This is an optimization exercise on Yosys and OpenROAD, whose aim is small area and few clock cycles, not a production implementation. In this exercise RTL edits were held to simulation tests only and were not proved equivalent to the original. Power and IR drop assume default switching activity.

`design.v`:
```
`timescale 1ns / 1ps
`timescale 1ns / 1ps
 `timescale 1ns / 1ps
module ExploreMIPS(
    input   wire            clk,
    input   wire            rst,
    output  wire            W_instr_ram_ena,
    output  wire [3:0]      W_instr_ram_wea,
    output  wire [31:0]     W_instr_ram_w_data,
    output  wire [31:0]     W_instr_ram_addr,          
    input   wire [31:0]     W_instr_ram_r_data,        
    output  wire            W_data_ram_ena,
    output  wire [3:0]      W_data_ram_wea,            
    output  wire [31:0]     W_data_ram_w_data,         
    output  wire [31:0]     W_data_ram_addr,           
    input   wire [31:0]     W_data_ram_r_data,         
    output  wire [31:0]     W_debug_wb_pc,
    output  wire [ 3:0]     W_debug_wb_rf_wen,
    output  wire [ 4:0]     W_debug_wb_rf_wnum,
    output  wire [31:0]     W_debug_wb_rf_wdata
    );
    assign W_instr_ram_ena = ~rst;
    assign W_instr_ram_wea = 4'h0;
    assign W_instr_ram_w_data = 32'h0000_0000;
    assign W_data_ram_ena = 1'b1;
    wire [5:0]  W_op, W_func;
    wire        W_w_dst_sel;
    wire        W_w_reg_ena;
    wire        W_rt_sel;
    wire [3:0]  W_alu_sel;
    wire        W_w_mem_ena;
    wire        W_wb_sel;
    wire        W_ID_EX_mem_r;
    wire [1:0]  W_branch_sel;
    wire [1:0]  W_j_sel;
    Controller controller(
        W_op,
        W_func,
        W_w_dst_sel,
        W_w_reg_ena,
        W_branch_sel,
        W_j_sel,
        W_rt_sel,
        W_alu_sel,
        W_w_mem_ena,
        W_wb_sel
    );
    wire        PC_stall;
    wire        IF_ID_stall;
    wire        ID_EX_flush;
    wire        IF_ID_flush;
    wire [1:0]  W_EX_forwardA;
    wire [1:0]  W_EX_forwardB;
    wire [1:0]  W_ID_forwardA;
    wire [1:0]  W_ID_forwardB;
    wire [4:0]  W_ID_rs, W_ID_rt;
    wire        W_ID_mem_r;
    wire        W_ID_branch_op;
    wire        W_ID_j_op;
    wire [4:0]  W_ID_EX_rt, W_ID_EX_rs, W_ID_EX_rd;
    wire        W_EX_MEM_w_reg_ena;
    wire        W_ID_EX_w_reg_ena;
    wire [4:0]  W_EX_MEM_rd;
    wire        W_MEM_WB_w_reg_ena;
    wire [4:0]  W_MEM_WB_rd;
    wire        W_EX_MEM_mem_r;
    wire [4:0]  W_EX_MEM_rs, W_EX_MEM_rt;
    DataPath datapath(
        clk, rst,
        W_w_dst_sel,
        W_w_reg_ena,
        W_branch_sel,
        W_j_sel,
        W_rt_sel,
        W_alu_sel,
        W_w_mem_ena,
        W_wb_sel,
        PC_stall,
        IF_ID_stall,
        IF_ID_flush,
        ID_EX_flush,
        W_EX_forwardA,
        W_EX_forwardB,
        W_ID_forwardA,
        W_ID_forwardB,
        W_op,
        W_func,
        W_ID_rs,
        W_ID_rt,
        W_ID_branch_op,
        W_ID_j_op,
        W_ID_EX_mem_r,
        W_EX_MEM_mem_r,
        W_ID_EX_rt,
        W_ID_EX_rs,
        W_ID_EX_rd,
        W_EX_MEM_rt,
        W_EX_MEM_rs,
        W_ID_EX_w_reg_ena,
        W_EX_MEM_w_reg_ena,
        W_EX_MEM_rd,
        W_MEM_WB_w_reg_ena,
        W_MEM_WB_rd,
        W_instr_ram_addr,
        W_instr_ram_r_data,
        W_data_ram_wea,
        W_data_ram_w_data,
        W_data_ram_addr,
        W_data_ram_r_data,
        W_debug_wb_pc,
        W_debug_wb_rf_wen,
        W_debug_wb_rf_wnum,
        W_debug_wb_rf_wdata
    );
    Hazard hazard(
        W_ID_rs,
        W_ID_rt,
        W_ID_branch_op,
        W_ID_j_op,
        W_ID_EX_mem_r,
        W_EX_MEM_mem_r,
        W_ID_EX_rt,
        W_ID_EX_rs,
        W_ID_EX_rd,
        W_EX_MEM_rt,
        W_EX_MEM_rs,
        W_ID_EX_w_reg_ena,
        W_EX_MEM_w_reg_ena,
        W_EX_MEM_rd,
        W_MEM_WB_w_reg_ena,
        W_MEM_WB_rd,
        PC_stall,
        IF_ID_stall,
        IF_ID_flush,
        ID_EX_flush,
        W_EX_forwardA,
        W_EX_forwardB,
        W_ID_forwardA,
        W_ID_forwardB
    );
endmodule
`timescale 1ns / 1ps
 `timescale 1ns / 1ps
module Controller(
    input   wire [5:0]  W_op,
    input   wire [5:0]  W_func,
    output  reg         R_w_dst_sel,
    output  reg         R_w_reg_ena,
    output  reg  [1:0]  R_branch_sel,
    output  reg  [1:0]  R_j_sel,
    output  reg         R_rt_sel,
    output  reg  [3:0]  R_alu_sel,
    output  reg         R_w_mem_ena,
    output  reg         R_wb_sel
    );
    always @(*) begin
        case(W_op)
            6'b000_000: begin
                case (W_func)
                    6'b100_000: begin
                        R_w_dst_sel =   1'b0;
                        R_w_reg_ena =   1'b1;
                        R_branch_sel=   2'b00;
                        R_j_sel     =   2'b00;
                        R_rt_sel    =   1'b0;
                        R_alu_sel   =   4'h0;
                        R_w_mem_ena =   1'b0;
                        R_wb_sel    =   1'b0;
                    end
                    6'b100_010: begin
                        R_w_dst_sel =   1'b0;
                        R_w_reg_ena =   1'b1;
                        R_branch_sel=   2'b00;
                        R_j_sel     =   2'b00;
                        R_rt_sel    =   1'b0;
                        R_alu_sel   =   4'h1;
                        R_w_mem_ena =   1'b0;
                        R_wb_sel    =   1'b0;
                    end
                    6'b100_100: begin
                        R_w_dst_sel =   1'b0;
                        R_w_reg_ena =   1'b1;
                        R_branch_sel=   2'b00;
                        R_j_sel     =   2'b00;
                        R_rt_sel    =   1'b0;
                        R_alu_sel   =   4'h2;
                        R_w_mem_ena =   1'b0;
                        R_wb_sel    =   1'b0;
                    end 
                    6'b100_101: begin
                        R_w_dst_sel =   1'b0;
                        R_w_reg_ena =   1'b1;
                        R_branch_sel=   2'b00;
                        R_j_sel     =   2'b00;
                        R_rt_sel    =   1'b0;
                        R_alu_sel   =   4'h3;
                        R_w_mem_ena =   1'b0;
                        R_wb_sel    =   1'b0;
                    end
                    6'b101_010: begin
                        R_w_dst_sel =   1'b0;
                        R_w_reg_ena =   1'b1;
                        R_branch_sel=   2'b00;
                        R_j_sel     =   2'b00;
                        R_rt_sel    =   1'b0;
                        R_alu_sel   =   4'h4;
                        R_w_mem_ena =   1'b0;
                        R_wb_sel    =   1'b0;
                    end
                    default: begin
                        R_w_dst_sel =   1'b0;
                        R_w_reg_ena =   1'b0;
                        R_branch_sel=   2'b00;
                        R_j_sel     =   2'b00;
                        R_rt_sel    =   1'b0;
                        R_alu_sel   =   4'h0;
                        R_w_mem_ena =   1'b0;
                        R_wb_sel    =   1'b0;
                    end 
                endcase
            end
            6'b001_000: begin
                R_w_dst_sel =   1'b1;
                R_w_reg_ena =   1'b1;
                R_branch_sel=   2'b00;
                R_j_sel     =   2'b00;
                R_rt_sel    =   1'b1;
                R_alu_sel   =   4'h0;
                R_w_mem_ena =   1'b0;
                R_wb_sel    =   1'b0;
            end
            6'b100_011: begin
                R_w_dst_sel =   1'b1;
                R_w_reg_ena =   1'b1;
                R_branch_sel=   2'b00;
                R_j_sel     =   2'b00;
                R_rt_sel    =   1'b1;
                R_alu_sel   =   4'h0;
                R_w_mem_ena =   1'b0;
                R_wb_sel    =   1'b1;
            end
            6'b101_011: begin
                R_w_dst_sel =   1'b0;
                R_w_reg_ena =   1'b0;
                R_branch_sel=   2'b00;
                R_j_sel     =   2'b00;
                R_rt_sel    =   1'b1;
                R_alu_sel   =   4'h0;
                R_w_mem_ena =   1'b1;
                R_wb_sel    =   1'b0;
            end
            6'b000_100: begin
                R_w_dst_sel =   1'b0;
                R_w_reg_ena =   1'b0;
                R_branch_sel=   2'b01;
                R_j_sel     =   2'b00;
                R_rt_sel    =   1'b0;
                R_alu_sel   =   4'h0;
                R_w_mem_ena =   1'b0;
                R_wb_sel    =   1'b0;
            end
            6'b000_010: begin
                R_w_dst_sel =   1'b0;
                R_w_reg_ena =   1'b0;
                R_branch_sel=   2'b00;
                R_j_sel     =   2'b01;
                R_rt_sel    =   1'b0;
                R_alu_sel   =   4'h0;
                R_w_mem_ena =   1'b0;
                R_wb_sel    =   1'b0;
            end
            default: begin
                R_w_dst_sel =   1'b0;
                R_w_reg_ena =   1'b0;
                R_branch_sel=   2'b00;
                R_j_sel     =   2'b00;
                R_rt_sel    =   1'b0;
                R_alu_sel   =   4'h0;
                R_w_mem_ena =   1'b0;
                R_wb_sel    =   1'b0;
            end
        endcase
    end
endmodule
`timescale 1ns / 1ps
 `timescale 1ns / 1ps
module DataPath(
    input   wire clk,
    input   wire rst,
    input   wire            W_w_dst_sel,
    input   wire            W_w_reg_ena,
    input   wire [1:0]      W_branch_sel,
    input   wire [1:0]      W_j_sel,
    input   wire            W_rt_sel,
    input   wire [3:0]      W_alu_sel,
    input   wire            W_w_mem_ena,
    input   wire            W_wb_sel,
    input   wire            PC_stall,
    input   wire            IF_ID_stall,
    input   wire            IF_ID_flush,
    input   wire            ID_EX_flush,
    input   wire [1:0]      W_EX_forwardA,
    input   wire [1:0]      W_EX_forwardB,
    input   wire [1:0]      W_ID_forwardA,
    input   wire [1:0]      W_ID_forwardB,
    output  wire [5:0]      W_op,
    output  wire [5:0]      W_func,
    output  wire [4:0]      W_ID_rs,
    output  wire [4:0]      W_ID_rt,
    output  wire            W_ID_branch_op,
    output  wire            W_ID_j_op,
    output  wire            W_ID_EX_mem_r,
    output  wire            W_EX_MEM_mem_r,
    output  wire [4:0]      W_ID_EX_rt,
    output  wire [4:0]      W_ID_EX_rs,
    output  wire [4:0]      W_ID_EX_rd,
    output  wire [4:0]      W_EX_MEM_rt,
    output  wire [4:0]      W_EX_MEM_rs,
    output  wire            W_ID_EX_w_reg_ena,
    output  wire            W_EX_MEM_w_reg_ena,
    output  wire [4:0]      W_EX_MEM_rd,
    output  wire            W_MEM_WB_w_reg_ena,
    output  wire [4:0]      W_MEM_WB_rd,
    output  wire [31:0]     W_instr_ram_addr,
    input   wire [31:0]     W_instr_ram_r_data,
    output  wire [3:0]      W_data_ram_wea,
    output  wire [31:0]     W_data_ram_w_data,
    output  wire [31:0]     W_data_ram_addr,
    input   wire [31:0]     W_data_ram_r_data,
    output  wire [31:0]     W_debug_wb_pc,
    output  wire [ 3:0]     W_debug_wb_rf_wen,
    output  wire [ 4:0]     W_debug_wb_rf_wnum,
    output  wire [31:0]     W_debug_wb_rf_wdata
    );
    wire    ID_EX_stall;
    wire    EX_MEM_stall;
    wire    EX_MEM_flush;
    wire    MEM_WB_stall;
    wire    MEM_WB_flush;
    assign  ID_EX_stall = 1'b0;
    assign  EX_MEM_stall = 1'b0;
    assign  EX_MEM_flush = 1'b0;
    assign  MEM_WB_stall = 1'b0;
    assign  MEM_WB_flush = 1'b0;
    wire [32-1:0] IF_instr, IF_ID_instr;
    wire [15:0]             W_branch_imme;
    wire [25:0]             W_j_imme;
    wire [32-1:0] W_b_rs_data;
    wire [32-1:0] W_b_rt_data;
    wire [32-1:0] W_ID_rs_data, W_ID_rt_data;
    wire [32-1:0] W_IF_ID_PC, W_IF_PC;
    wire                    W_redirect;
    IF if_stage(
        clk,
        PC_stall,
        rst,
        W_branch_sel,
        W_j_sel,
        W_branch_imme,
        W_b_rs_data,
        W_b_rt_data,
        W_j_imme,
        W_ID_rs_data,
        W_IF_ID_PC,
        W_IF_PC,
        W_instr_ram_addr,
        W_redirect
    );
    assign IF_instr = W_instr_ram_r_data;
    Regs_IF_ID if_id(
        clk,
        IF_ID_stall,
        rst,
        IF_ID_flush & W_redirect,
        IF_instr,
        W_IF_PC,
        IF_ID_instr,
        W_IF_ID_PC
    );
    wire W_WB_w_reg_ena;
    wire [4:0] W_WB_w_addr;
    wire [32-1:0] W_WB_w_data;
    wire [15:0] W_ID_imme;
    wire [4:0] W_ID_rd;      
    wire W_ID_rt_sel;
    wire [3:0] W_ID_alu_sel;
    wire W_ID_w_mem_ena;
    wire W_ID_w_reg_ena;
    wire W_ID_wb_sel;
    wire W_ID_mem_r;
    ID id(
        clk,
        rst,
        IF_ID_instr,
        W_WB_w_reg_ena, W_WB_w_addr, W_WB_w_data,
        W_op, W_func,
        W_w_dst_sel, 
        W_w_reg_ena, 
        W_rt_sel, 
        W_alu_sel, 
        W_w_mem_ena, 
        W_wb_sel,
        W_ID_imme,
        W_j_imme,
        W_ID_rs, W_ID_rt, W_ID_rd,
        W_ID_rs_data, W_ID_rt_data,
        W_ID_mem_r,
        W_ID_branch_op,
        W_ID_j_op,
        W_ID_rt_sel,
        W_ID_alu_sel,
        W_ID_w_mem_ena,
        W_ID_w_reg_ena,
        W_ID_wb_sel
    );
    wire [32-1:0]  W_EX_MEM_alu_res;
    assign W_branch_imme = W_ID_imme;
    assign W_b_rs_data = 
        (W_ID_forwardA == 2'b00) ? 
        W_ID_rs_data : (W_ID_forwardA == 2'b01) ? 
        W_EX_MEM_alu_res : W_WB_w_data;
    assign W_b_rt_data = 
        (W_ID_forwardB == 2'b00) ?
        W_ID_rt_data : (W_ID_forwardB == 2'b01) ?
        W_EX_MEM_alu_res : W_WB_w_data;
    wire [15:0] W_ID_EX_imme;
    wire [32-1:0] W_ID_EX_rs_data, W_ID_EX_rt_data;
    wire W_ID_EX_rt_sel;
    wire [3:0]  W_ID_EX_alu_sel;
    wire        W_ID_EX_w_mem_ena;
    wire W_ID_EX_wb_sel;
    wire [31:0] W_ID_EX_PC;
    Regs_ID_EX id_ex(
        clk,
        ID_EX_stall,
        rst,
        ID_EX_flush,
        W_ID_imme,
        W_ID_rs, W_ID_rt, W_ID_rd,
        W_ID_rs_data, W_ID_rt_data,
        W_ID_rt_sel,
        W_ID_alu_sel,
        W_ID_w_mem_ena,
        W_ID_w_reg_ena,
        W_ID_wb_sel,
        W_ID_mem_r,
        W_IF_ID_PC,
        W_ID_EX_imme,
        W_ID_EX_rs, W_ID_EX_rt, W_ID_EX_rd,
        W_ID_EX_rs_data, W_ID_EX_rt_data,
        W_ID_EX_rt_sel,
        W_ID_EX_alu_sel,
        W_ID_EX_w_mem_ena,
        W_ID_EX_w_reg_ena,
        W_ID_EX_wb_sel,
        W_ID_EX_mem_r,
        W_ID_EX_PC
    );
    wire [32-1:0] W_EX_alu_res;
    wire [32-1:0] W_EX_rt_data;
    wire [4:0]              W_EX_rd;
    wire                    W_EX_w_mem_ena;
    wire                    W_EX_w_reg_ena;
    wire                    W_EX_wb_sel;
    EX ex(
        W_ID_EX_rs_data,
        W_ID_EX_rt_data,
        W_ID_EX_rt_sel,
        W_ID_EX_alu_sel,
        W_ID_EX_imme,
        W_EX_forwardA,
        W_EX_forwardB,
        W_EX_MEM_alu_res,
        W_WB_w_data,
        W_ID_EX_rd,
        W_ID_EX_w_mem_ena,
        W_ID_EX_w_reg_ena,
        W_ID_EX_wb_sel,
        W_EX_alu_res,
        W_EX_rt_data,
        W_EX_rd,
        W_EX_w_mem_ena,
        W_EX_w_reg_ena,
        W_EX_wb_sel
    );
    wire [32-1:0] W_EX_MEM_rt_data;
    wire                    W_EX_MEM_w_mem_ena;
    wire                    W_EX_MEM_wb_sel;
    wire [31:0] W_EX_MEM_PC;
    Regs_EX_MEM ex_mem(
        clk,
        EX_MEM_stall,
        rst,
        EX_MEM_flush,
        W_EX_alu_res,
        W_EX_rt_data,
        W_EX_rd,
        W_EX_w_mem_ena,
        W_EX_w_reg_ena,
        W_EX_wb_sel,
        W_ID_EX_mem_r,
        W_ID_EX_rs,
        W_ID_EX_rt,
        W_ID_EX_PC,
        W_EX_MEM_alu_res,
        W_EX_MEM_rt_data,
        W_EX_MEM_rd,
        W_EX_MEM_w_mem_ena,
        W_EX_MEM_w_reg_ena,
        W_EX_MEM_wb_sel,
        W_EX_MEM_mem_r,
        W_EX_MEM_rs,
        W_EX_MEM_rt,
        W_EX_MEM_PC
    );
    wire [32-1:0] W_MEM_mem_data;
    wire [32-1:0] W_MEM_alu_res;
    wire [4:0]              W_MEM_rd;
    wire                    W_MEM_w_reg_ena;
    wire                    W_MEM_wb_sel;
    MEM mem(
        clk,
        W_EX_MEM_alu_res,
        W_EX_MEM_rd,
        W_EX_MEM_w_reg_ena,
        W_EX_MEM_wb_sel,
        W_MEM_mem_data,
        W_MEM_alu_res,
        W_MEM_rd,
        W_MEM_w_reg_ena,
        W_MEM_wb_sel,
        W_data_ram_r_data
    );
    assign W_data_ram_wea       = {4{W_EX_MEM_w_mem_ena}};
    assign W_data_ram_addr      = W_EX_MEM_alu_res;
    assign W_data_ram_w_data    = W_EX_MEM_rt_data;
    wire [32-1:0] W_MEM_WB_mem_data;
    wire [32-1:0] W_MEM_WB_alu_res;
    wire                    W_MEM_WB_wb_sel;
    wire [31:0] W_WB_PC;
    Regs_MEM_WB mem_wb(
        clk,
        MEM_WB_stall,
        rst,
        MEM_WB_flush,
        W_MEM_mem_data,
        W_MEM_alu_res,
        W_MEM_rd,
        W_MEM_w_reg_ena,
        W_MEM_wb_sel,
        W_EX_MEM_PC,
        W_MEM_WB_mem_data,
        W_MEM_WB_alu_res,
        W_MEM_WB_rd,
        W_MEM_WB_w_reg_ena,
        W_MEM_WB_wb_sel,
        W_WB_PC
    );
    WB wb(
        W_MEM_WB_alu_res,
        W_MEM_WB_mem_data,
        W_MEM_WB_wb_sel,
        W_MEM_WB_rd,
        W_MEM_WB_w_reg_ena,
        W_WB_w_addr,
        W_WB_w_reg_ena,
        W_WB_w_data
    );
    assign W_debug_wb_pc        = W_WB_PC;
    assign W_debug_wb_rf_wen    = {4{W_WB_w_reg_ena}};
    assign W_debug_wb_rf_wnum   = W_WB_w_addr;
    assign W_debug_wb_rf_wdata  = W_WB_w_data;
endmodule
`timescale 1ns / 1ps
module Hazard(
    input   wire [4:0]  W_ID_rs,
    input   wire [4:0]  W_ID_rt,
    input   wire        W_ID_branch_op,
    input   wire        W_ID_j_op,
    input   wire        W_ID_EX_mem_r,
    input   wire        W_EX_MEM_mem_r,
    input   wire [4:0]  W_ID_EX_rt,
    input   wire [4:0]  W_ID_EX_rs,
    input   wire [4:0]  W_ID_EX_rd,
    input   wire [4:0]  W_EX_MEM_rt,
    input   wire [4:0]  W_EX_MEM_rs,
    input   wire        W_ID_EX_w_reg_ena,
    input   wire        W_EX_MEM_w_reg_ena,
    input   wire [4:0]  W_EX_MEM_rd,
    input   wire        W_MEM_WB_w_reg_ena,
    input   wire [4:0]  W_MEM_WB_rd,
    output  reg         PC_stall,
    output  reg         IF_ID_stall,
    output  reg         IF_ID_flush,
    output  reg         ID_EX_flush,
    output  reg [1:0]   W_EX_forwardA,
    output  reg [1:0]   W_EX_forwardB,
    output  reg [1:0]   W_ID_forwardA,
    output  reg [1:0]   W_ID_forwardB
    );
    always @(*) begin
        W_EX_forwardA = 2'b00;
        if (W_EX_MEM_w_reg_ena && (W_EX_MEM_rd != 5'h00) && (W_EX_MEM_rd == W_ID_EX_rs)) begin
            W_EX_forwardA = 2'b01;
        end else if (W_MEM_WB_w_reg_ena && (W_MEM_WB_rd != 5'h00) && (W_MEM_WB_rd == W_ID_EX_rs)) begin
            W_EX_forwardA = 2'b10;
        end
    end
    always @(*) begin
        W_EX_forwardB = 2'b00;
        if (W_EX_MEM_w_reg_ena && (W_EX_MEM_rd != 5'h00) && (W_EX_MEM_rd == W_ID_EX_rt)) begin
            W_EX_forwardB =  2'b01;
        end else if (W_MEM_WB_w_reg_ena && (W_MEM_WB_rd != 5'h00) && (W_MEM_WB_rd == W_ID_EX_rt)) begin
            W_EX_forwardB = 2'b10;
        end
    end
    always @(*) begin
        W_ID_forwardA = 2'b00;
        if (W_EX_MEM_w_reg_ena && (W_EX_MEM_rd != 5'h00) && (W_EX_MEM_rd == W_ID_rs)) begin
            W_ID_forwardA = 2'b01;
        end else if (W_MEM_WB_w_reg_ena && (W_MEM_WB_rd != 5'h00) && (W_MEM_WB_rd == W_ID_rs)) begin
            W_ID_forwardA = 2'b10;
        end
    end
    always @(*) begin
        W_ID_forwardB = 2'b00;
        if (W_EX_MEM_w_reg_ena && (W_EX_MEM_rd != 5'h00) && (W_EX_MEM_rd == W_ID_rt)) begin
            W_ID_forwardB = 2'b01;
        end else if (W_MEM_WB_w_reg_ena && (W_MEM_WB_rd != 5'h00) && (W_MEM_WB_rd == W_ID_rt)) begin
            W_ID_forwardB = 2'b10;
        end
    end
    always @(*) begin
        if (W_ID_j_op) begin
            PC_stall    = 1'b0;
            IF_ID_stall = 1'b0;
            IF_ID_flush = 1'b1;
            ID_EX_flush = 1'b0;
        end else if (W_ID_branch_op) begin
            if (W_ID_EX_mem_r && ((W_ID_EX_rt == W_ID_rs) || (W_ID_EX_rt == W_ID_rt))) begin
                PC_stall    = 1'b1;
                IF_ID_stall = 1'b1;
                IF_ID_flush = 1'b0;
                ID_EX_flush = 1'b1;
            end else if (W_EX_MEM_mem_r && ((W_EX_MEM_rt == W_ID_rs) || (W_EX_MEM_rt == W_ID_rt))) begin
                PC_stall    = 1'b1;
                IF_ID_stall = 1'b1;
                IF_ID_flush = 1'b0;
                ID_EX_flush = 1'b1;
            end else if (W_ID_EX_w_reg_ena && ((W_ID_EX_rd != 5'h00) && ((W_ID_EX_rd == W_ID_rs) || (W_ID_EX_rd == W_ID_rt)))) begin
                PC_stall    = 1'b1;
                IF_ID_stall = 1'b1;
                IF_ID_flush = 1'b0;
                ID_EX_flush = 1'b1;
            end else begin
                PC_stall    = 1'b0;
                IF_ID_stall = 1'b0;
                IF_ID_flush = 1'b1;
                ID_EX_flush = 1'b0;
            end
        end else begin
            if (W_ID_EX_mem_r && ((W_ID_EX_rt == W_ID_rs) || (W_ID_EX_rt == W_ID_rt))) begin
                PC_stall    = 1'b1;
                IF_ID_stall = 1'b1;
                IF_ID_flush = 1'b0;
                ID_EX_flush = 1'b1;
            end else begin
                PC_stall    = 1'b0;
                IF_ID_stall = 1'b0;
                IF_ID_flush = 1'b0;
                ID_EX_flush = 1'b0;
            end
        end
    end
endmodule
`timescale 1ns / 1ps
 `timescale 1ns / 1ps
module IF(
    input   wire                    clk,
    input   wire                    en,
    input   wire                    rst,
    input   wire [1:0]              W_branch_sel,
    input   wire [1:0]              W_j_sel,
    input   wire [15:0]             W_branch_imme,
    input   wire [32-1:0] W_b_rs_data,
    input   wire [32-1:0] W_b_rt_data,
    input   wire [25:0]             W_j_imme,
    input   wire [32-1:0] W_ID_rs_data,
    input   wire [32-1:0] W_ID_PC,
    output  wire [32-1:0] W_IF_PC,
    output  wire [32-1:0] W_instr_ram_addr,
    output  wire                    W_redirect
    );
    wire [32-1:0] W_next_pc, W_pc;
    reg  [1:0] W_pc_sel;
    always @(*) begin
        if (W_j_sel == 2'b00) begin
            case (W_branch_sel)
                2'b00: begin
                    W_pc_sel = 2'b00;
                end 
                2'b01: begin
                    if (W_b_rs_data == W_b_rt_data)
                        W_pc_sel = 2'b01;
                    else
                        W_pc_sel = 2'b00;
                end
                2'b10: begin
                    if (W_b_rs_data != W_b_rt_data)
                        W_pc_sel = 2'b01;
                    else
                        W_pc_sel = 2'b00;
                end
                default: begin
                    W_pc_sel = 2'b00;
                end
            endcase
        end else begin
            case (W_j_sel)
                2'b00: begin
                    W_pc_sel = 2'b00;
                end 
                2'b01: begin
                    W_pc_sel = 2'b10;
                end
                2'b10: begin
                    W_pc_sel = 2'b11;
                end
                2'b11: begin
                    W_pc_sel = 2'b10;
                end
                default: begin
                    W_pc_sel = 2'b00;
                end
            endcase
        end
    end
    PC pc(
        .clk(clk),
        .en(~en),
        .rst(rst),
        .W_next_pc(W_next_pc),
        .W_pc(W_pc)
    );
    NextPC next_pc(
        .W_pc(W_pc),
        .W_pc_sel(W_pc_sel),
        .W_branch_imme(W_branch_imme),
        .W_j_imme(W_j_imme),
        .W_ID_rs_data(W_ID_rs_data),
        .W_ID_PC(W_ID_PC),
        .W_next_pc(W_next_pc)
    );
    assign W_instr_ram_addr = en ? W_pc : W_next_pc;
    assign W_redirect = (W_pc_sel != 2'b00);
    assign W_IF_PC = W_next_pc;
endmodule
`timescale 1ns / 1ps
 `timescale 1ns / 1ps
module NextPC(
    input   wire [32-1:0] W_pc,
    input   wire [1:0]              W_pc_sel,
    input   wire [15:0]             W_branch_imme,
    input   wire [25:0]             W_j_imme,
    input   wire [32-1:0] W_ID_rs_data,
    input   wire [32-1:0] W_ID_PC,
    output  reg  [32-1:0] W_next_pc
    );
    wire [32-1:0] W_pc_add4;
    assign W_pc_add4 = W_pc + 32'h4;
    always @(*) begin
        case (W_pc_sel)
            2'b00: begin
                W_next_pc   = W_pc_add4;
            end
            2'b01: begin
                W_next_pc   = W_ID_PC + {{14{W_branch_imme[15]}}, {W_branch_imme[15:0]}, 2'b00};
            end
            2'b10: begin
                W_next_pc   = {4'b0000, W_j_imme, 2'b00};
            end
            2'b11: begin
                W_next_pc   = W_ID_rs_data;
            end
            default: begin
                W_next_pc   = 32'h0000_0000;
            end
        endcase
    end
endmodule
`timescale 1ns / 1ps
 `timescale 1ns / 1ps
module PC(
    input   wire        clk,
    input   wire        en,
    input   wire        rst,
    input   wire [31:0] W_next_pc,
    output  reg  [31:0] W_pc
    );
    always @(posedge clk, posedge rst) begin
        if (rst) begin
            W_pc <= 32'hffff_fffc;
        end else if (en) begin
            W_pc <= W_next_pc;
        end
    end
endmodule
`timescale 1ns / 1ps
 `timescale 1ns / 1ps
module ID(
    input   wire                        clk,
    input   wire                        rst,
    input   wire [32-1:0]     W_IF_instr,
    input   wire                        W_WB_w_reg_ena,
    input   wire [4:0]                  W_WB_w_addr,
    input   wire [32-1:0]     W_WB_w_data,
    output  wire [5:0]                  W_op,
    output  wire [5:0]                  W_func,
    input   wire                        W_w_dst_sel,     
    input   wire                        W_w_reg_ena,
    input   wire                        W_rt_sel,
    input   wire [3:0]                  W_alu_sel,
    input   wire                        W_w_mem_ena,
    input   wire                        W_wb_sel,
    output  wire [15:0]                 W_ID_imme,
    output  wire [25:0]                 W_j_imme,
    output  wire [4:0]                  W_ID_rs,
    output  wire [4:0]                  W_ID_rt,
    output  wire [4:0]                  W_ID_rd,
    output  wire [32-1:0]     W_ID_rs_data,
    output  wire [32-1:0]     W_ID_rt_data,
    output  wire                        W_ID_mem_r,
    output  wire                        W_ID_branch_op,
    output  wire                        W_ID_j_op,
    output  wire                        W_ID_rt_sel,
    output  wire [3:0]                  W_ID_alu_sel,
    output  wire [3:0]                  W_ID_w_mem_ena,
    output  wire                        W_ID_w_reg_ena,
    output  wire                        W_ID_wb_sel
    );
    wire [4:0] W_rs, W_rt, W_rd, W_shamt;
    wire [15:0] W_imme;
    assign W_op     =   W_IF_instr[31:26];
    assign W_rs     =   W_IF_instr[25:21];
    assign W_rt     =   W_IF_instr[20:16];
    assign W_rd     =   W_IF_instr[15:11];
    assign W_shamt  =   W_IF_instr[10:6];          
    assign W_func   =   W_IF_instr[5:0];
    assign W_imme   =   W_IF_instr[15:0];
    assign W_j_imme =   W_IF_instr[25:0];         
    assign W_ID_mem_r       = (W_op == 6'b100_011);
    assign W_ID_branch_op   = (W_op == 6'b000_100);
    assign W_ID_j_op        = (W_op == 6'b000_010);
    wire [4:0] W_w_addr;
    wire [32-1:0] W_rs_data, W_rt_data;
    assign W_w_addr = (W_w_dst_sel == 1'b0) ? W_rd : W_rt;
    RegFile regfile(
        .clk(clk),
        .rst(rst),
        .W_r_rs_addr(W_rs),
        .W_r_rt_addr(W_rt),
        .W_w_ena(W_WB_w_reg_ena),
        .W_w_addr(W_WB_w_addr),
        .W_w_data(W_WB_w_data),
        .R_r_rs_data(W_rs_data),
        .R_r_rt_data(W_rt_data)
    );
    assign W_ID_imme        = W_imme;
    assign W_ID_rs          = W_rs;
    assign W_ID_rt          = W_rt;
    assign W_ID_rd          = W_w_addr;
    assign W_ID_rs_data     = W_rs_data;
    assign W_ID_rt_data     = W_rt_data;
    assign W_ID_w_reg_ena   = W_w_reg_ena;
    assign W_ID_rt_sel      = W_rt_sel;
    assign W_ID_alu_sel     = W_alu_sel;
    assign W_ID_w_mem_ena   = W_w_mem_ena;
    assign W_ID_wb_sel      = W_wb_sel;
endmodule
`timescale 1ns / 1ps
 `timescale 1ns / 1ps
module RegFile(
    input   wire        clk,
    input   wire        rst,
    input   wire [4:0]  W_r_rs_addr,
    input   wire [4:0]  W_r_rt_addr,
    input   wire        W_w_ena,
    input   wire [4:0]  W_w_addr,
    input   wire [31:0] W_w_data,
    output  reg  [31:0] R_r_rs_data,
    output  reg  [31:0] R_r_rt_data
    );
    reg [31:0] regfile[31:0];
    always @(*) begin
        if (rst || W_r_rs_addr == 5'h00) begin
            R_r_rs_data = {32{1'b0}};
        end else if (W_w_ena && W_w_addr == W_r_rs_addr) begin
            R_r_rs_data = W_w_data;
        end else begin
            R_r_rs_data = regfile[W_r_rs_addr];
        end
    end
        always @(*) begin
        if (rst || W_r_rt_addr == 5'h00) begin
            R_r_rt_data = {32{1'b0}};
        end else if (W_w_ena && W_w_addr == W_r_rt_addr) begin
            R_r_rt_data = W_w_data;
        end else begin
            R_r_rt_data = regfile[W_r_rt_addr];
        end
    end
    always @(posedge clk) begin
        if (W_w_ena && W_w_addr != 5'h00) begin
            regfile[W_w_addr] <= W_w_data;
        end
    end
endmodule
`timescale 1ns / 1ps
 `timescale 1ns / 1ps
module EX(
    input wire  [32-1:0]  W_ID_rs_data,
    input wire  [32-1:0]  W_ID_rt_data,
    input wire                      W_ID_rt_sel,
    input wire  [3:0]               W_ID_alu_sel,
    input wire  [15:0]              W_ID_imme,
    input wire  [1:0]               W_forwardA,
    input wire  [1:0]               W_forwardB,
    input wire  [32-1:0]  W_EX_MEM_alu_res,
    input wire  [32-1:0]  W_WB_wb_data,
    input wire  [4:0]               W_ID_rd,
    input wire                      W_ID_w_mem_ena,
    input wire                      W_ID_w_reg_ena,
    input wire                      W_ID_wb_sel,
    output wire [32-1:0]  W_EX_alu_res,
    output wire [32-1:0]  W_EX_rt_data,
    output wire [4:0]               W_EX_rd,
    output wire                     W_EX_w_mem_ena,
    output wire                     W_EX_w_reg_ena,
    output wire                     W_EX_wb_sel
    );
    reg [32-1:0] W_a, W_b;
    wire [32-1:0] W_alu_res, W_a_src, W_b_src;
    always @(*) begin
        case (W_forwardA)
            2'b00: W_a = W_ID_rs_data;
            2'b01: W_a = W_EX_MEM_alu_res;
            2'b10: W_a = W_WB_wb_data;
            default: W_a = {32{1'b0}};
        endcase
    end
    always @(*) begin
        case (W_forwardB)
            2'b00: W_b = W_ID_rt_data;
            2'b01: W_b = W_EX_MEM_alu_res;
            2'b10: W_b = W_WB_wb_data;
            default: W_b = {32{1'b0}};
        endcase
    end
    assign W_a_src = W_a;
    assign W_b_src = (W_ID_rt_sel == 1'b0) ? W_b : {{16{W_ID_imme[15]}}, W_ID_imme};
    ALU alu(
        .W_a(W_a_src),
        .W_b(W_b_src),
        .W_op_sel(W_ID_alu_sel),
        .R_alu_res(W_alu_res)
    );
    assign W_EX_alu_res     = W_alu_res;
    assign W_EX_rt_data     = W_b;
    assign W_EX_rd          = W_ID_rd;
    assign W_EX_w_mem_ena   = W_ID_w_mem_ena;
    assign W_EX_w_reg_ena   = W_ID_w_reg_ena;
    assign W_EX_wb_sel      = W_ID_wb_sel;
endmodule
`timescale 1ns / 1ps
 `timescale 1ns / 1ps
module ALU(
    input   wire [32-1:0] W_a,
    input   wire [32-1:0] W_b,
    input   wire [3:0]              W_op_sel,
    output  reg  [32-1:0] R_alu_res
    );
    always @(*) begin
       case(W_op_sel)
       4'h0: R_alu_res = W_a + W_b;
       4'h1: R_alu_res = W_a - W_b;
       4'h2: R_alu_res = W_a & W_b;
       4'h3 : R_alu_res = W_a | W_b;
       4'h4 : R_alu_res = (W_a < W_b) ? {{31{1'b0}}, 1'b1} : {{31{1'b0}}, 1'b0};
       default: R_alu_res = {(32-1){1'b0}};
       endcase 
    end
endmodule
`timescale 1ns / 1ps
 `timescale 1ns / 1ps
module MEM(
    input   wire                    clk,
    input   wire [32-1:0] W_EX_alu_res,
    input   wire [4:0]              W_EX_rd,
    input   wire                    W_EX_w_reg_ena,
    input   wire                    W_EX_wb_sel,
    output  wire [32-1:0] W_MEM_mem_data,
    output  wire [32-1:0] W_MEM_alu_res,
    output  wire [4:0]              W_MEM_rd,
    output  wire                    W_MEM_w_reg_ena,
    output  wire                    W_MEM_wb_sel,
    input   wire [32-1:0] W_data_ram_r_data
    );
    assign W_MEM_alu_res    = W_EX_alu_res;
    assign W_MEM_mem_data   = W_data_ram_r_data;
    assign W_MEM_rd         = W_EX_rd;
    assign W_MEM_w_reg_ena  = W_EX_w_reg_ena;
    assign W_MEM_wb_sel     = W_EX_wb_sel;
endmodule
`timescale 1ns / 1ps
 `timescale 1ns / 1ps
module WB(
    input   wire [32-1:0] W_MEM_alu_res,
    input   wire [32-1:0] W_MEM_mem_data,
    input   wire                    W_MEM_wb_sel,
    input   wire [4:0]              W_MEM_rd,
    input   wire                    W_MEM_w_reg_ena,
    output  wire [4:0]              W_WB_addr,
    output  wire                    W_WB_w_reg_ena,
    output  wire [32-1:0] W_WB_wb_data
    );
    assign W_WB_addr = W_MEM_rd;
    assign W_WB_w_reg_ena = W_MEM_w_reg_ena;
    assign W_WB_wb_data = 
            {32{~W_MEM_wb_sel}} & W_MEM_alu_res | 
            {32{W_MEM_wb_sel}} & W_MEM_mem_data;
endmodule
`timescale 1ns / 1ps
module FlopEnRC #(parameter WIDTH = 32)(
    input wire clk,
    input wire en,
    input wire rst,
    input wire clear,
    input wire [WIDTH-1:0] in,
    output reg [WIDTH-1:0] out
    );
    always @(posedge clk, posedge rst) begin
        if (rst) begin
            out <= {WIDTH{1'b0}};
        end else if (clear) begin
            out <= {WIDTH{1'b0}};
        end else if (en) begin
            out <= in;
        end
    end
endmodule
`timescale 1ns / 1ps
 `timescale 1ns / 1ps
module Regs_IF_ID(
    input wire clk,
    input wire en,
    input wire rst,
    input wire clear,
    input wire [32-1:0] W_IF_instr_i,
    input wire [32-1:0] W_IF_PC_i,
    output wire [32-1:0] W_IF_instr_o,
    output wire [32-1:0] W_IF_PC_o
    );
    FlopEnRC #(32) flop_instr(
        .clk(clk),
        .en(~en),
        .rst(rst),
        .clear(clear),
        .in(W_IF_instr_i),
        .out(W_IF_instr_o)
    );
    FlopEnRC #(32) flop_pc(
        .clk(clk),
        .en(~en),
        .rst(rst),
        .clear(clear),
        .in(W_IF_PC_i),
        .out(W_IF_PC_o)
    );
endmodule
`timescale 1ns / 1ps
 `timescale 1ns / 1ps
module Regs_ID_EX(
    input wire clk, en, rst, clear,
    input wire [15:0]               W_ID_imme_i,
    input wire [4:0]                W_ID_rs_i,
    input wire [4:0]                W_ID_rt_i,
    input wire [4:0]                W_ID_rd_i,
    input wire [32-1:0]   W_ID_rs_data_i,
    input wire [32-1:0]   W_ID_rt_data_i,
    input wire                      W_ID_rt_sel_i,
    input wire [3:0]                W_ID_alu_sel_i,
    input wire                      W_ID_w_mem_ena_i,
    input wire                      W_ID_w_reg_ena_i,
    input wire                      W_ID_wb_sel_i,
    input wire                      W_ID_mem_r_i,
    input wire [31:0]               W_ID_PC_i,
    output wire [15:0]              W_ID_imme_o,
    output wire [4:0]               W_ID_rs_o,
    output wire [4:0]               W_ID_rt_o,
    output wire [4:0]               W_ID_rd_o,
    output wire [32-1:0]  W_ID_rs_data_o,
    output wire [32-1:0]  W_ID_rt_data_o,
    output wire                     W_ID_rt_sel_o,
    output wire [3:0]               W_ID_alu_sel_o,
    output wire                     W_ID_w_mem_ena_o,
    output wire                     W_ID_w_reg_ena_o,
    output wire                     W_ID_wb_sel_o,
    output wire                     W_ID_mem_r_o,
    output wire [31:0]              W_ID_PC_o
    );
    FlopEnRC #(32) flop_pc(
        .clk(clk),
        .en(~en),
        .rst(rst),
        .clear(clear),
        .in(W_ID_PC_i),
        .out(W_ID_PC_o)
    );
    FlopEnRC #(16) flop_imme(
        .clk(clk),
        .en(~en),
        .rst(rst),
        .clear(clear),
        .in(W_ID_imme_i),
        .out(W_ID_imme_o)
    );
    FlopEnRC #(5) flop_rs(
        .clk(clk),
        .en(~en),
        .rst(rst),
        .clear(clear),
        .in(W_ID_rs_i),
        .out(W_ID_rs_o)
    );
    FlopEnRC #(5) flop_rt(
        .clk(clk),
        .en(~en),
        .rst(rst),
        .clear(clear),
        .in(W_ID_rt_i),
        .out(W_ID_rt_o)
    );
    FlopEnRC #(5) flop_rd(
        .clk(clk),
        .en(~en),
        .rst(rst),
        .clear(clear),
        .in(W_ID_rd_i),
        .out(W_ID_rd_o)
    );
    FlopEnRC #(32) flop_rs_data(
        .clk(clk),
        .en(~en),
        .rst(rst),
        .clear(clear),
        .in(W_ID_rs_data_i),
        .out(W_ID_rs_data_o)
    );
    FlopEnRC #(32) flop_rt_data(
        .clk(clk),
        .en(~en),
        .rst(rst),
        .clear(clear),
        .in(W_ID_rt_data_i),
        .out(W_ID_rt_data_o)
    );
    FlopEnRC #(1) flop_rt_sel(
        .clk(clk),
        .en(~en),
        .rst(rst),
        .clear(clear),
        .in(W_ID_rt_sel_i),
        .out(W_ID_rt_sel_o)
    );
    FlopEnRC #(4) flop_alu_sel(
        .clk(clk),
        .en(~en),
        .rst(rst),
        .clear(clear),
        .in(W_ID_alu_sel_i),
        .out(W_ID_alu_sel_o)
    );
    FlopEnRC #(1) flop_w_mem_ena_sel(
        .clk(clk),
        .en(~en),
        .rst(rst),
        .clear(clear),
        .in(W_ID_w_mem_ena_i),
        .out(W_ID_w_mem_ena_o)
    );
    FlopEnRC #(1) flop_w_reg_ena(
        .clk(clk),
        .en(~en),
        .rst(rst),
        .clear(clear),
        .in(W_ID_w_reg_ena_i),
        .out(W_ID_w_reg_ena_o)
    );
    FlopEnRC #(1) flop_wb_sel(
        .clk(clk),
        .en(~en),
        .rst(rst),
        .clear(clear),
        .in(W_ID_wb_sel_i),
        .out(W_ID_wb_sel_o)
    );
    FlopEnRC #(1) flop_id_mem_r(
        .clk(clk),
        .en(~en),
        .rst(rst),
        .clear(clear),
        .in(W_ID_mem_r_i),
        .out(W_ID_mem_r_o)
    );
endmodule
`timescale 1ns / 1ps
 `timescale 1ns / 1ps
module Regs_EX_MEM(
    input wire clk, en, rst, clear,
    input wire [32-1:0]   W_EX_alu_res_i,
    input wire [32-1:0]   W_EX_rt_data_i,
    input wire [4:0]                W_EX_rd_i,
    input wire                      W_EX_w_mem_ena_i,
    input wire                      W_EX_w_reg_ena_i,
    input wire                      W_EX_wb_sel_i,
    input wire                      W_EX_mem_r_i,
    input wire [4:0]                W_EX_rs_i,
    input wire [4:0]                W_EX_rt_i,
    input wire [31:0]               W_EX_PC_i,
    output wire [32-1:0]  W_EX_alu_res_o,
    output wire [32-1:0]  W_EX_rt_data_o,
    output wire [4:0]               W_EX_rd_o,
    output wire                     W_EX_w_mem_ena_o,
    output wire                     W_EX_w_reg_ena_o,
    output wire                     W_EX_wb_sel_o,
    output wire                     W_EX_mem_r_o,
    output wire [4:0]               W_EX_rs_o,
    output wire [4:0]               W_EX_rt_o,
    output wire [31:0]              W_EX_PC_o
    );
    FlopEnRC #(32) flop_pc(
        .clk(clk),
        .en(~en),
        .rst(rst),
        .clear(clear),
        .in(W_EX_PC_i),
        .out(W_EX_PC_o)
    );
    FlopEnRC #(1) flop_mem_r(
        .clk(clk),
        .en(~en),
        .rst(rst),
        .clear(clear),
        .in(W_EX_mem_r_i),
        .out(W_EX_mem_r_o)
    );
    FlopEnRC #(5) flop_rs(
        .clk(clk),
        .en(~en),
        .rst(rst),
        .clear(clear),
        .in(W_EX_rs_i),
        .out(W_EX_rs_o)
    );
    FlopEnRC #(5) flop_rt(
        .clk(clk),
        .en(~en),
        .rst(rst),
        .clear(clear),
        .in(W_EX_rt_i),
        .out(W_EX_rt_o)
    );
    FlopEnRC #(32) flop_alu_res(
        .clk(clk),
        .en(~en),
        .rst(rst),
        .clear(clear),
        .in(W_EX_alu_res_i),
        .out(W_EX_alu_res_o)
    );
    FlopEnRC #(32) flop_rt_data(
        .clk(clk),
        .en(~en),
        .rst(rst),
        .clear(clear),
        .in(W_EX_rt_data_i),
        .out(W_EX_rt_data_o)
    );
    FlopEnRC #(5) flop_rd(
        .clk(clk),
        .en(~en),
        .rst(rst),
        .clear(clear),
        .in(W_EX_rd_i),
        .out(W_EX_rd_o)
    );
    FlopEnRC #(1) flop_w_mem_ena(
        .clk(clk),
        .en(~en),
        .rst(rst),
        .clear(clear),
        .in(W_EX_w_mem_ena_i),
        .out(W_EX_w_mem_ena_o)
    );
    FlopEnRC #(1) flop_w_reg_ena(
        .clk(clk),
        .en(~en),
        .rst(rst),
        .clear(clear),
        .in(W_EX_w_reg_ena_i),
        .out(W_EX_w_reg_ena_o)
    );
    FlopEnRC #(1) flop_wb_sel(
        .clk(clk),
        .en(~en),
        .rst(rst),
        .clear(clear),
        .in(W_EX_wb_sel_i),
        .out(W_EX_wb_sel_o)
    );
endmodule
`timescale 1ns / 1ps
 `timescale 1ns / 1ps
module Regs_MEM_WB(
    input   wire clk, en, rst, clear,
    input  wire [32-1:0]  W_MEM_mem_data_i,
    input  wire [32-1:0]  W_MEM_alu_res_i,
    input  wire [4:0]               W_MEM_rd_i,
    input  wire                     W_MEM_w_reg_ena_i,
    input  wire                     W_MEM_wb_sel_i,
    input  wire [31:0]              W_MEM_PC_i,
    output  wire [32-1:0] W_MEM_mem_data_o,
    output  wire [32-1:0] W_MEM_alu_res_o,
    output  wire [4:0]              W_MEM_rd_o,
    output  wire                    W_MEM_w_reg_ena_o,
    output  wire                    W_MEM_wb_sel_o,
    output wire [31:0]              W_MEM_PC_o
    );
    FlopEnRC #(32) flop_pc(
        .clk(clk),
        .en(~en),
        .rst(rst),
        .clear(clear),
        .in(W_MEM_PC_i),
        .out(W_MEM_PC_o)
    );
    FlopEnRC #(32) flop_mem_data(
        .clk(clk),
        .en(~en),
        .rst(rst),
        .clear(clear),
        .in(W_MEM_mem_data_i),
        .out(W_MEM_mem_data_o)
    );
    FlopEnRC #(32) flop_alu_res(
        .clk(clk),
        .en(~en),
        .rst(rst),
        .clear(clear),
        .in(W_MEM_alu_res_i),
        .out(W_MEM_alu_res_o)
    );
    FlopEnRC #(1) flop_w_reg_ena(
        .clk(clk),
        .en(~en),
        .rst(rst),
        .clear(clear),
        .in(W_MEM_w_reg_ena_i),
        .out(W_MEM_w_reg_ena_o)
    );
    FlopEnRC #(5) flop_rd(
        .clk(clk),
        .en(~en),
        .rst(rst),
        .clear(clear),
        .in(W_MEM_rd_i),
        .out(W_MEM_rd_o)
    );
    FlopEnRC #(1) flop_wb_sel(
        .clk(clk),
        .en(~en),
        .rst(rst),
        .clear(clear),
        .in(W_MEM_wb_sel_i),
        .out(W_MEM_wb_sel_o)
    );
endmodule
```
`run.sh`:
```
#!/bin/bash
# synth_recipe.tcl (not shown) runs the flow's synth.tcl, then flattens the netlist and writes it again
# the make line also repeats each setting of config.mk as NAME=value (left out here)
make -C /OpenROAD-flow-scripts/flow DESIGN_CONFIG=/design/flow/config.mk WORK_HOME=/design/flow/orfs CLKGATE_MAP_FILE= SYNTH_SCRIPT=/design/flow/synth_recipe.tcl finish
```
`config.mk`:
```
export PLATFORM = sky130hd
export DESIGN_NAME = ExploreMIPS
export DESIGN_NICKNAME = ExploreMIPS
export VERILOG_FILES = /design/flow/design.v
export SDC_FILE = /design/flow/constraint.sdc
export NUM_CORES = 4
export LEC_CHECK = 0
export CAP_MARGIN = 20
export CORE_MARGIN = 2
export CORE_UTILIZATION = 40
export PLACE_DENSITY = 0.6
export SLEW_MARGIN = 20
```
`constraint.sdc`:
```
create_clock -name core_clock -period 11.0 [get_ports {clk}]
set_input_delay 2.2000 -clock core_clock [delete_from_list [all_inputs] [get_ports {clk}]]
set_output_delay 2.2000 -clock core_clock [all_outputs]
set_load 0.01 [all_outputs]
```
==> metrics.yaml <==
status: "no timing/DRC/antenna violations"
grt_usage_pct: 26.7
viasPerCell: 6.19
hold_viol: 0
die_h_um: 430
drc: 0
relSlewSlack_pct: 17.9
cts_buffers: 160
die_area_um2: 185000
cts_setup_buffers: 0
rsz0062_at_grt: "false"
drt_iter0_drc: 6471
synth_compound_area_share_pct: 9.79
yosysWarningCount: 14
ys.flop_type: "edfxtp_1"
max_freq_ghz: 0.101
cp_common_cell: "mux2_2"
cts.sinks: 1466
muxShareOfSynthArea_pct: 18.1
whs_ns: 0.330
synth_edf_count: 1024
synthDistinctLibCells: 95
cp.depth: 14
avgSynthCellArea_um2: 14.3
place.gp.congestion: 0.911
synth_fa_ha_area_share_pct: 2.27
slowest_delay_ns: 1.02
async_flop_share_pct: 30.2
path_buf_inv: 3
wirelength_um: 250000
ir_worst_vdd_v: 0.000165
initial_core_util_pct: 40.2
synth_xor_area_share_pct: 2.13
cts_tree: "done"
num_vias: 48498
tightest_slew_ns: 1.22
grt_pass1_vias: 47483
grt_first_pass_wirelength_um: 354000
grt_antenna_before_repair: 10
utilization_pct: 46.2
clk_pin_slew_ns: 0.06
startpoint: "datapath.if_id.flop_instr.out[23]"
power_density_nw_per_um2: 195
clockBufferDepth: 3
grt_max_degree: 94
finalNetCount: 5524
period_share_pct: 89.9
gr-total-overflow: 0
endpoint: "W_instr_ram_addr[31]"
setup_violations: 0
end_kind: "output port"
cp_slowest_cell: "clkinv_1"
syn_inst: 5078
critPathKind: "flop to output port"
max_cap_viol_count: 0
wl_per_cell_um: 31.9
reg2reg_depth: 21
synth_area_um2: 72500
areaGrowthSynthToFinish_pct: 14.8
synth_simple_gate_area_share_pct: 6.16
core_um2: 180000
cp_max_fo: 56
dr.pass1.iters: 6
finalWorstSetupSlack_ns: 1.11
cts_repair_resize_count: 0
critPathLaunchType: "flop"
r2r_end: "datapath.ex_mem.flop_alu_res.out[30]"
io_pins: 277
crit_family: "simple AND/OR/NAND/NOR gates"
p_leak_nw: 29.5
min-delay-path-class: "flop to flop"
hpwl_um: 160000
crit_chain: "clkinv_1 > buf_4 > nand2_1 > nand3_1 > a41oi_1 > o221ai_1 > xor2_1 > nor4_1 > nand4_1 > nor4_4 > and3_4 > mux2_2 > mux2_2 > clkdlybuf4s50_1"
die_w_um: 430
finalMaxSlewViolations: 0
regToRegSetupSlack_ns: 2.86
row_count: 156
fin_crit_ns: 9.89
drtAntennaViolNets: 0
n_fill_cell: 15739
drive_above_1_share_pct: 19.6
synth_seq_cells: 1466
h-tree-depth: 4
ys_seq_area_share_pct: 57.7
port_buffers: 239
root_buffer: "clkbuf_16"
final.setup_skew_ns: 0.0641
r2r-start: "datapath.mem_wb.flop_rd.out[3]"
crit_required_ns: 8.80
place_ws_ns: 1.46
clock_latency_ns: 0.84
postCtsHoldBufs: 0
synth_top_family_by_area: "multiplexers"
cp.arrival_ns: 7.69
[cell usage after synthesis (120+ instances only)]
library cell | number | area share, %
mux2i_1 | 246 | 3.4
mux4_2 | 442 | 14
edfxtp_1 | 1024 | 42
nand2_1 | 301 | 1.6
xnor2_1 | 120 | 1.4
inv_1 | 139 | 0.72
ha_1 | 127 | 2.2
a21oi_1 | 230 | 1.6
dfrtp_1 | 412 | 14
nor2_1 | 294 | 1.5
o21ai_0 | 225 | 1.6
clkbuf_1 | 185 | 0.96
[per-layer routing]
metal  part of all wire, %  GRT usage (%)  vias to the layer above
met5                 0.010              0                        -
li1                      -              -                    20222
met3                    10           6.19                      476
met1                    40           36.5                    25084
met4                   3.6           8.87                        4
met2                    46           42.0                     2712
[cells by family after synthesis]
kind of cell / after synthesis
AOI/OAI and AO/OA: 1054
xor gates and xnor gates: 176
adders and majority gates: 130
buffers and inverters: 548
DFF: 1466
muxes: 744
other: 2
and+or+nand+nor: 958
[area by class of cell]
| class | count | area [um^2] | share of cell area [%] |
|---|---|---|---|
| antenna | 4 | 10.0 | 0.0120 |
| tap | 2370 | 2970 | 3.56 |
| timing repair buffer | 427 | 3930 | 4.72 |
| inverter | 142 | 537 | 0.645 |
| clock inverter | 87 | 986 | 1.18 |
| sequential | 1466 | 41900 | 50.3 |
| clock buffer | 208 | 4380 | 5.26 |
| multi-input combinational | 3131 | 28600 | 34.3 |
[metrics by stage]
| step | area (um^2) | total power, W | TNS, ns | instances |
|---|---|---|---|---|
| floorplan | 72900 | 0.00913 | -95.88 | 5145 |
| global placement | 77900 | 0.0108 | 0 | 7535 |
| detailed placement | 77900 | 0.0108 | 0 | 7535 |
| CTS | 83200 | 0.0163 | 0 | 7830 |
| global route | 83300 | 0.0168 | 0 | 7834 |
| finish | 83300 | 0.0163 | 0 | 7835 |
[how the worst min path moves through the flow]
| stage | cells past startpoint | slack [ns] | startpoint | to |
|---|---|---|---|---|
| final | 0 | 0.33 | datapath.id_ex.flop_pc.out[3] | datapath.ex_mem.flop_pc.out[3] |
| after global routing | 0 | 0.34 | datapath.id_ex.flop_pc.out[3] | datapath.ex_mem.flop_pc.out[3] |
| after CTS | 0 | 0.33 | datapath.id_ex.flop_pc.out[3] | datapath.ex_mem.flop_pc.out[3] |
| after detailed placement | 0 | 0.33 | datapath.id_ex.flop_pc.out[14] | datapath.ex_mem.flop_pc.out[14] |
| after global placement | 0 | 0.33 | datapath.ex_mem.flop_pc.out[7] | datapath.mem_wb.flop_pc.out[7] |
| after floorplan | 0 | 0.33 | datapath.id_ex.flop_pc.out[0] | datapath.ex_mem.flop_pc.out[0] |
[where the power goes]
group	leakage (nW)	internal, W	switching, W	total (W)
sequential	14.6	0.00677	0.000434	0.00720
clock	2.61	0.00318	0.00231	0.00549
combinational	12.2	0.00136	0.00219	0.00356
total	29.5	0.0113	0.00494	0.0163
[state kept, by name (all words and copies together) (netlist names), 16 cells and up]
name / count
datapath.ex_mem.flop_alu_res.out: 32
datapath.ex_mem.flop_pc.out: 32
datapath.ex_mem.flop_rt_data.out: 32
datapath.id.regfile.regfile: 1024
datapath.id_ex.flop_imme.out: 16
datapath.id_ex.flop_pc.out: 32
datapath.id_ex.flop_rs_data.out: 32
datapath.id_ex.flop_rt_data.out: 32
datapath.if_id.flop_instr.out: 32
datapath.if_id.flop_pc.out: 32
datapath.if_stage.pc.W_pc: 32
datapath.mem_wb.flop_alu_res.out: 32
datapath.mem_wb.flop_mem_data.out: 32
datapath.mem_wb.flop_pc.out: 32
[cells in the final DEF, fill, tap and decap left out, types with 32 or more instances in the layout]
master and n:
a211oi_1 48, a21oi_1 230, a22o_1 70, a22oi_1 60
and2_1 67, buf_4 177, clkbuf_1 32, clkbuf_16 163
clkdlybuf4s50_1 239, conb_1 69, dfrtp_1 400, edfxtp_1 1024
ha_1 127, inv_1 138, mux2_2 52, mux2i_1 246
mux4_2 442, nand2_1 300, nand3_1 46, nor2_1 260
nor2_4 33, nor3_1 63, o21ai_0 223, o221ai_1 67
o22ai_1 73, xnor2_1 120, xor2_1 56
Testbench counts, summed over its fixed seeds: cycles 9,922.

## port drivers added, routing unchanged
The results above use ideal ports. As a check the final layout listed here was re-extracted and re-timed, cells and wires unchanged. Step 1, drivers: a clkbuf_16 drives clk and a buf_2 each remaining input, both assumed. Step 2 adds t to the input delays and takes it off the output delays; t is the mean of the earliest and latest rising clock arrival at the registers after step 1. Input paths then give back, and output paths get back, about the clock's delay inside the block. a / b / c = no drivers / after step 1 / after step 2; a / b = the first two.
t, ns: 0.887
slack for setup (ns): 1.110 / 1.028 / 1.297
hold WS [ns]: 0.330 / 0.330 / 0.330
cell pins on the clock port's net: 1
After both steps setup and hold are still met in this run. The setup slack of this run moves by -0.082 ns with the drivers and by +0.187 ns with both steps.
